From an optimization exercise on the open Yosys and OpenROAD flow, aimed at small area; shortcuts taken in it are not production practice. The RTL was checked by simulation tests, not by an equivalence proof against the original design. Power is estimated from default activity; no workload was simulated.

`flow/constraint.sdc`:
```
create_clock -name core_clock -period 20.0 [get_ports {clk}]
set_input_delay 4.0000 -clock core_clock [delete_from_list [all_inputs] [get_ports {clk}]]
set_output_delay 4.0000 -clock core_clock [all_outputs]
set_load 0.01 [all_outputs]
```
`flow/design.v`:
```
module rover_dff (
    input  wire clk,
    input  wire rst_n,
    input  wire d,
    output reg  q
);
  always @(posedge clk) begin
    if (!rst_n) q <= 1'b0;
    else        q <= d;
  end
endmodule
module mux_4bit #(
    parameter BITS = 8
) (
    input  wire [BITS-1:0] a,
    input  wire [BITS-1:0] b,
    input  wire [BITS-1:0] c,
    input  wire [BITS-1:0] d,
    input  wire [BITS-1:0] e,
    input  wire [BITS-1:0] f,
    input  wire [BITS-1:0] g,
    input  wire [3:0]      sel,
    output reg  [BITS-1:0] out
);
  always @(*) begin
    case (sel)
      4'b0000: out = a;
      4'b0001: out = b;
      4'b0010: out = c;
      4'b0011: out = d;
      4'b0100: out = e;
      4'b0101: out = f;
      4'b0110: out = g;
      default: out = {BITS{1'b0}};
    endcase
  end
endmodule
module heartbeat_counter (
    input  wire clk,
    input  wire rst_n,
    output wire counter_out
);
  reg [31:0] counter_data;
  always @(posedge clk) begin
    if (!rst_n) counter_data <= 32'd0;
    else        counter_data <= counter_data + 1'b1;
  end
  assign counter_out = counter_data[21];
endmodule
module pulse_width_measure #(
    parameter W = 20
) (
    input  wire         clk,
    input  wire         rst_n,
    input  wire         pulse_signal,
    output reg  [W-1:0] pulse_width
);
  localparam S_RESET = 2'd0, S_START = 2'd1, S_COUNT = 2'd2, S_STOP = 2'd3;
  reg  [1:0]   measurement_state;
  reg  [W-1:0] pulse_counter;
  wire         q1, q2;
  rover_dff inst_dff1 (.clk(clk), .rst_n(rst_n), .d(pulse_signal), .q(q1));
  rover_dff inst_dff2 (.clk(clk), .rst_n(rst_n), .d(q1),           .q(q2));
  always @(posedge clk) begin
    if (!rst_n) begin
      measurement_state <= S_RESET;
      pulse_counter     <= {W{1'b0}};
      pulse_width       <= {W{1'b0}};
    end else begin
      case (measurement_state)
        S_RESET: begin
          if (q1 && !q2) measurement_state <= S_START;
        end
        S_START: begin
          if (q1 && q2) measurement_state <= S_COUNT;
          pulse_counter <= {W{1'b0}};
        end
        S_COUNT: begin
          if (!q1 && q2) measurement_state <= S_STOP;
          pulse_counter <= pulse_counter + 1'b1;
        end
        default: begin  
          if (!q1 && !q2) measurement_state <= S_RESET;
          pulse_width <= pulse_counter + 1'b1;
        end
      endcase
    end
  end
endmodule
module pulse_width_measure_toggle #(
    parameter W = 20
) (
    input  wire         clk,
    input  wire         rst_n,
    input  wire         pulse_signal,
    output reg  [W-1:0] pulse_width,
    output reg          digital_output
);
  localparam S_RESET = 2'd0, S_START = 2'd1, S_COUNT = 2'd2, S_STOP = 2'd3;
  reg  [1:0]   measurement_state;
  reg  [W-1:0] pulse_counter;
  wire         q1, q2;
  rover_dff inst_dff1 (.clk(clk), .rst_n(rst_n), .d(pulse_signal), .q(q1));
  rover_dff inst_dff2 (.clk(clk), .rst_n(rst_n), .d(q1),           .q(q2));
  always @(posedge clk) begin
    if (!rst_n) begin
      measurement_state <= S_RESET;
      pulse_counter     <= {W{1'b0}};
      pulse_width       <= {W{1'b0}};
      digital_output    <= 1'b0;
    end else begin
      case (measurement_state)
        S_RESET: begin
          if (q1 && !q2) measurement_state <= S_START;
        end
        S_START: begin
          if (q1 && q2) measurement_state <= S_COUNT;
          pulse_counter <= {W{1'b0}};
        end
        S_COUNT: begin
          if (!q1 && q2) measurement_state <= S_STOP;
          pulse_counter <= pulse_counter + 1'b1;
        end
        default: begin  
          if (!q1 && !q2) measurement_state <= S_RESET;
          pulse_width    <= pulse_counter + 1'b1;
          digital_output <= (pulse_counter <= 75000);
        end
      endcase
    end
  end
endmodule
module he_counter #(
    parameter W = 16
) (
    input  wire         clk,
    input  wire         rst_n,
    input  wire         pulse_signal,
    output reg  [W-1:0] pulse_counts
);
  localparam S_RISING = 2'd0, S_HIGH = 2'd1, S_FALLING = 2'd2, S_LOW = 2'd3;
  reg  [1:0]   measurement_state;
  reg  [W-1:0] sig_pulse_counter;
  wire         q1, q2;
  rover_dff inst_dff1 (.clk(clk), .rst_n(rst_n), .d(pulse_signal), .q(q1));
  rover_dff inst_dff2 (.clk(clk), .rst_n(rst_n), .d(q1),           .q(q2));
  always @(posedge clk) begin
    if (!rst_n) begin
      measurement_state <= S_RISING;
      sig_pulse_counter <= {W{1'b0}};
      pulse_counts      <= {W{1'b0}};
    end else begin
      case (measurement_state)
        S_RISING: begin
          if (q1 && !q2) measurement_state <= S_HIGH;
        end
        S_HIGH: begin
          if (q1 && q2) begin
            measurement_state <= S_FALLING;
            sig_pulse_counter <= sig_pulse_counter + 1'b1;
            pulse_counts      <= sig_pulse_counter;
          end
        end
        S_FALLING: begin
          if (!q1 && q2) measurement_state <= S_LOW;
        end
        default: begin  
          if (!q1 && !q2) measurement_state <= S_RISING;
        end
      endcase
    end
  end
endmodule
module pwm #(
    parameter integer SYS_CLK         = 50000000,
    parameter integer PWM_FREQ        = 50,
    parameter integer BITS_RESOLUTION = 15
) (
    input  wire                       clk,
    input  wire                       rst_n,
    input  wire                       ena,
    input  wire [BITS_RESOLUTION-1:0] duty,
    output reg                        pwm_out
);
  localparam integer PERIOD = SYS_CLK / PWM_FREQ;
  localparam integer CW     = $clog2(PERIOD);
  localparam integer HW     = $clog2(PERIOD / 2 + 1);
  localparam integer PW     = BITS_RESOLUTION + CW;
  reg  [CW-1:0] count;
  reg  [HW-1:0] half_duty;
  wire [PW-1:0] duty_x_period = duty * PERIOD;
  always @(posedge clk) begin
    if (!rst_n) begin
      count     <= {CW{1'b0}};
      half_duty <= {HW{1'b0}};
      pwm_out   <= 1'b0;
    end else begin
      if (ena)
        half_duty <= duty_x_period >> (BITS_RESOLUTION + 1);
      if (count == PERIOD - 1)
        count <= {CW{1'b0}};
      else
        count <= count + 1'b1;
      if (count == half_duty)
        pwm_out <= 1'b0;
      else if (count == PERIOD - half_duty)
        pwm_out <= 1'b1;
    end
  end
endmodule
module rover_io (
    input  wire        clk,               
    input  wire        rst_n,             
    input  wire [5:0]  rc_in,             
    input  wire        hall_in,           
    input  wire [3:0]  dip_sw,            
    input  wire [15:0] steer_duty,        
    input  wire [14:0] throttle_duty,     
    input  wire [15:0] led_value,         
    output wire [19:0] pulse_width0,
    output wire [19:0] pulse_width1,
    output wire [19:0] pulse_width2,
    output wire [19:0] pulse_width3,
    output wire [19:0] pulse_width4,
    output wire [19:0] pulse_width5,
    output wire [15:0] hall_count,
    output wire        pwm_steering,
    output wire        pwm_throttle,
    output wire        digital_output1,
    output wire [7:0]  led
);
  wire       heartbeat;
  wire       pwm_steering_gen;
  wire       pwm_throttle_gen;
  wire [19:0] toggle_width_unused;
  he_counter #(.W(16)) inst_HE_sensor (
      .clk(clk), .rst_n(rst_n), .pulse_signal(hall_in), .pulse_counts(hall_count));
  mux_4bit #(.BITS(8)) inst_mux_LED (
      .a({1'b1, 1'b1, heartbeat, heartbeat, heartbeat, 1'b1, heartbeat, 1'b1}),
      .b(led_value[7:0]),
      .c(led_value[15:8]),
      .d({1'b1, 1'b1, heartbeat, heartbeat, heartbeat, 1'b1, heartbeat, 1'b1}),
      .e(steer_duty[7:0]),
      .f(steer_duty[15:8]),
      .g({hall_count[6:0], hall_in}),
      .sel(dip_sw),
      .out(led));
  mux_4bit #(.BITS(1)) inst_mux_steering (
      .a(pwm_steering_gen), .b(rc_in[3]), .c(1'b0), .d(1'b0),
      .e(pwm_steering_gen), .f(pwm_steering_gen), .g(1'b0),
      .sel(dip_sw), .out(pwm_steering));
  mux_4bit #(.BITS(1)) inst_mux_throttle (
      .a(pwm_throttle_gen), .b(rc_in[2]), .c(1'b0), .d(1'b0),
      .e(1'b0), .f(1'b0), .g(1'b0),
      .sel(dip_sw), .out(pwm_throttle));
  pwm #(.SYS_CLK(50000000), .PWM_FREQ(50), .BITS_RESOLUTION(15)) inst_pwmGen_steering (
      .clk(clk), .rst_n(rst_n), .ena(1'b1), .duty(steer_duty[14:0]),
      .pwm_out(pwm_steering_gen));
  pwm #(.SYS_CLK(50000000), .PWM_FREQ(50), .BITS_RESOLUTION(15)) inst_pwmGen_Throttle (
      .clk(clk), .rst_n(rst_n), .ena(1'b1), .duty(throttle_duty),
      .pwm_out(pwm_throttle_gen));
  heartbeat_counter inst_counter (.clk(clk), .rst_n(rst_n), .counter_out(heartbeat));
  pulse_width_measure #(.W(20)) inst_pwM1 (
      .clk(clk), .rst_n(rst_n), .pulse_signal(rc_in[0]), .pulse_width(pulse_width0));
  pulse_width_measure #(.W(20)) inst_pwM2 (
      .clk(clk), .rst_n(rst_n), .pulse_signal(rc_in[1]), .pulse_width(pulse_width1));
  pulse_width_measure #(.W(20)) inst_pwM3 (
      .clk(clk), .rst_n(rst_n), .pulse_signal(rc_in[2]), .pulse_width(pulse_width2));
  pulse_width_measure #(.W(20)) inst_pwM4 (
      .clk(clk), .rst_n(rst_n), .pulse_signal(rc_in[3]), .pulse_width(pulse_width3));
  pulse_width_measure #(.W(20)) inst_pwM5 (
      .clk(clk), .rst_n(rst_n), .pulse_signal(rc_in[4]), .pulse_width(pulse_width4));
  pulse_width_measure #(.W(20)) inst_pwM6 (
      .clk(clk), .rst_n(rst_n), .pulse_signal(rc_in[5]), .pulse_width(pulse_width5));
  pulse_width_measure_toggle #(.W(20)) inst_pwMt (
      .clk(clk), .rst_n(rst_n), .pulse_signal(rc_in[5]),
      .pulse_width(toggle_width_unused), .digital_output(digital_output1));
endmodule
```
`flow/run.sh`:
```
#!/bin/bash
# synth_recipe.tcl (not shown) runs the flow's synth.tcl, then flattens the netlist and writes it again
# the make line also repeats each setting of config.mk as NAME=value (left out here)
make -C /OpenROAD-flow-scripts/flow DESIGN_CONFIG=/design/flow/config.mk WORK_HOME=/design/flow/orfs CLKGATE_MAP_FILE= SYNTH_SCRIPT=/design/flow/synth_recipe.tcl finish
```
`flow/config.mk`:
```
export PLATFORM = sky130hd
export DESIGN_NAME = rover_io
export DESIGN_NICKNAME = rover_io
export VERILOG_FILES = /design/flow/design.v
export SDC_FILE = /design/flow/constraint.sdc
export NUM_CORES = 4
export LEC_CHECK = 0
export CAP_MARGIN = 20
export CORE_MARGIN = 2
export CORE_UTILIZATION = 40
export SLEW_MARGIN = 20
```
==> run summary <==
Async SR Flop Fraction=0; Clock Tree Root=clkbuf_16; DR iter-0 viols=963; Pins Over Slew Limit=0; clock latency on the worst-skew pair=600 ps; outcome=no timing/DRC/antenna violations; vias in the first global route=19900; placed insts=4091; layout cells sized above 1=0.0398; Post-DRT Antenna Nets=0; Slew HR=0.250; clk buf depth=3; drt wl/cell=14.0 um; endpoint class of the critical path=primary output; Final period util=0.521; cts bufs inserted=50; Synth Cell Area=26600 um2; syn avg cell area=8.45 um2; Layout area overhead=17.1%; setup bufs post-CTS=0; post-place setup slack=9600 ps; cell area after placement=29300 um2; pwr/cell area=110 nW/um2; CP Launch Type=primary input; first-pass GRT wire length=98200 um; vias per cell=5.01; Die Y=262 um; Rows=94; largest cells by area after synthesis=dfxtp_1, ha_1, fa_1; Worst Hold Class=flop to flop; static leakage=12.3 nW; Main synth FF type=dfxtp_1; Die ar.=68500 um2; global route overflow=0; clock sink count=425; post-route minimum period=10420 ps; EDFF count, synth=0; f_max=95.9 MHz; Mapped Nets=3556; Unique masters post-synth=79; io pins=207; Synth Register Bits=425; Worst VDD drop=0.0598 mV; Commonest cells post-synth=nor2_1, dfxtp_1, ha_1; worst slew pin tran=1120 ps; total negative setup slack=0 ps; reg2reg setup slack=17180 ps; Finished Layout Cells=4183; Syn Inst Count=3146; largest fanout on the critical path=28; top-area cell type share of the netlist area=0.320; DR vias=21000; DRC=0; skew final=34.6 ps; Final WS setup=9580 ps; Final Hold Fails=0; RSZ-0062 raised after global routing=false; critical path class=primary input to primary output; DRT Pass-1 Iters=5; final setup vio count=0; routability congestion estimate=0.852; TritonCTS clock tree=yes; post_cts resized=0; post-detail-place hpwl=42100 um; All-Layer GR Usage=0.170; sequential-to-total area share from yosys stat=0.320; Clk pin slew, worst setup/hold paths=60 ps; Antenna diodes=0; initial core utilization=0.404; final instance area=31100 um2; initial antenna violation count=1; # hold bufs at CTS=0; most frequent cell after synthesis=nor2_1; H-tree levels=2; IO buf count=206; largest net degree at the start of global routing=167; Layout Nets=3689; Critical Path RT=16000 ps; Max Cap Viol=0; die width=262 um; Fillers=6458; biggest area consumer among synthesized cells=dfxtp_1; DRT Wirelength=58600 um; YS warnings=8; CORE AREA=65700 um2; WP data arrival=6420 ps
-- metal layers --
layer / track usage / wire [um]
met1: 0.238 / 29400
met3: 0.0224 / 1860
met2: 0.279 / 26400
met5: 0 / 12
met4: 0.0407 / 978
-- final timing paths --
check	startpoint	end	cells past startpoint
setup / recovery	dip_sw[2]	led[4]	6
hold / removal	inst_counter.counter_data[0]	inst_counter.counter_data[0]	1
setup reg to reg	inst_HE_sensor.measurement_state[1]	inst_HE_sensor.sig_pulse_counter[15]	8
hold reg to reg	inst_counter.counter_data[0]	inst_counter.counter_data[0]	1
-- cell usage in the layout (no fill, tap or decap), drive strengths merged, types with 53 or more instances in the layout --
cell	count
clkbuf	67
nand2	219
nor2	469
a211oi	115
a21oi	166
nand3	127
fa	98
o21ai	102
xor2	148
xnor2	139
ha	252
dfxtp	425
clkdlybuf4s50	205
nor3	83
and3	53
inv	249
-- kinds of logic after synthesis --
logic type | synth area share
compound gates | 0.128
xor+xnor | 0.0946
fa+ha+maj | 0.192
buf+inv | 0.0546
flops | 0.320
mux | 0.0119
simple gates | 0.199
-- registers in the layout, indices dropped and copies added (netlist names), 16 cells and up --
register,cells
inst_pwM6.pulse_width,20
inst_pwMt.pulse_counter,20
inst_pwM6.pulse_counter,20
inst_counter.counter_data,22
inst_pwM4.pulse_counter,20
inst_pwM5.pulse_counter,20
inst_pwM1.pulse_counter,20
inst_pwmGen_Throttle.half_duty,19
inst_HE_sensor.pulse_counts,16
inst_pwmGen_Throttle.count,20
inst_pwmGen_steering.half_duty,19
inst_pwM4.pulse_width,20
inst_pwM3.pulse_width,20
inst_pwM2.pulse_width,20
inst_pwM1.pulse_width,20
inst_HE_sensor.sig_pulse_counter,16
inst_pwmGen_steering.count,20
inst_pwM3.pulse_counter,20
inst_pwM5.pulse_width,20
inst_pwM2.pulse_counter,20
-- power by group --
part / internal (mW) / switching, mW / total (mW) / leakage (nW)
Clock: 0.613 / 0.375 / 0.988 / 0.900
Sequential: 0.911 / 0.0727 / 0.984 / 3.44
Combinational: 0.634 / 0.814 / 1.45 / 8.00
Total: 2.16 / 1.26 / 3.42 / 12.3
-- final cells by class --
cell class              instances  area, um2  area share
multi-input cells            2338      16600       0.534
flip-flops and latches        425       8510       0.273
clock inverters                25        380      0.0122
clock buffers                  67       1450      0.0464
inverters                     246        931      0.0299
well taps                     864       1080      0.0347
repair buffers                218       2150      0.0690
-- stage by stage --
| step | utilization | power [mW] | hold WS (ps) |
|---|---|---|---|
| global route | 0.473 | 3.74 | 479 |
| detailed placement | 0.445 | 2.45 | 437 |
| CTS | 0.473 | 3.47 | 445 |
| global placement | 0.445 | 2.45 | 427 |
| floorplan | - | 2.14 | 413 |
| finish | 0.473 | 3.42 | 438 |
-- critical path, stage by stage --
cell and delay, ps:
clkdlybuf4s50_1 970, nor2b_1 520, a22o_1 210, nand2_1 50, o221ai_1 80, clkdlybuf4s50_1 590

-- static timing again, ports no longer ideal --
Ports are ideal in the flow. The routed layout listed here was re-timed in OpenROAD. Step 1 sets driving cells, clkbuf_16 on the clock port and buf_2 on the other inputs (assumed; they add their load-dependent delay and slew). Step 2 adds t to the input delays and takes it off the output delays; t is the mean of the earliest and latest rising clock arrival at the registers after step 1. Input paths then give back, and output paths get back, about the clock's delay inside the block. Slacks: ideal ports / drivers / drivers and shift; pairs: ideal ports / drivers.
shift t [ns]: 0.641
setup slack, ns: 9.575 / 9.553 / 9.553
worst slew at a driven data input, ns: 0.07
After both steps this run still meets setup and hold. The setup slack of this run moves by -0.022 ns with the drivers and by -0.022 ns with both steps.
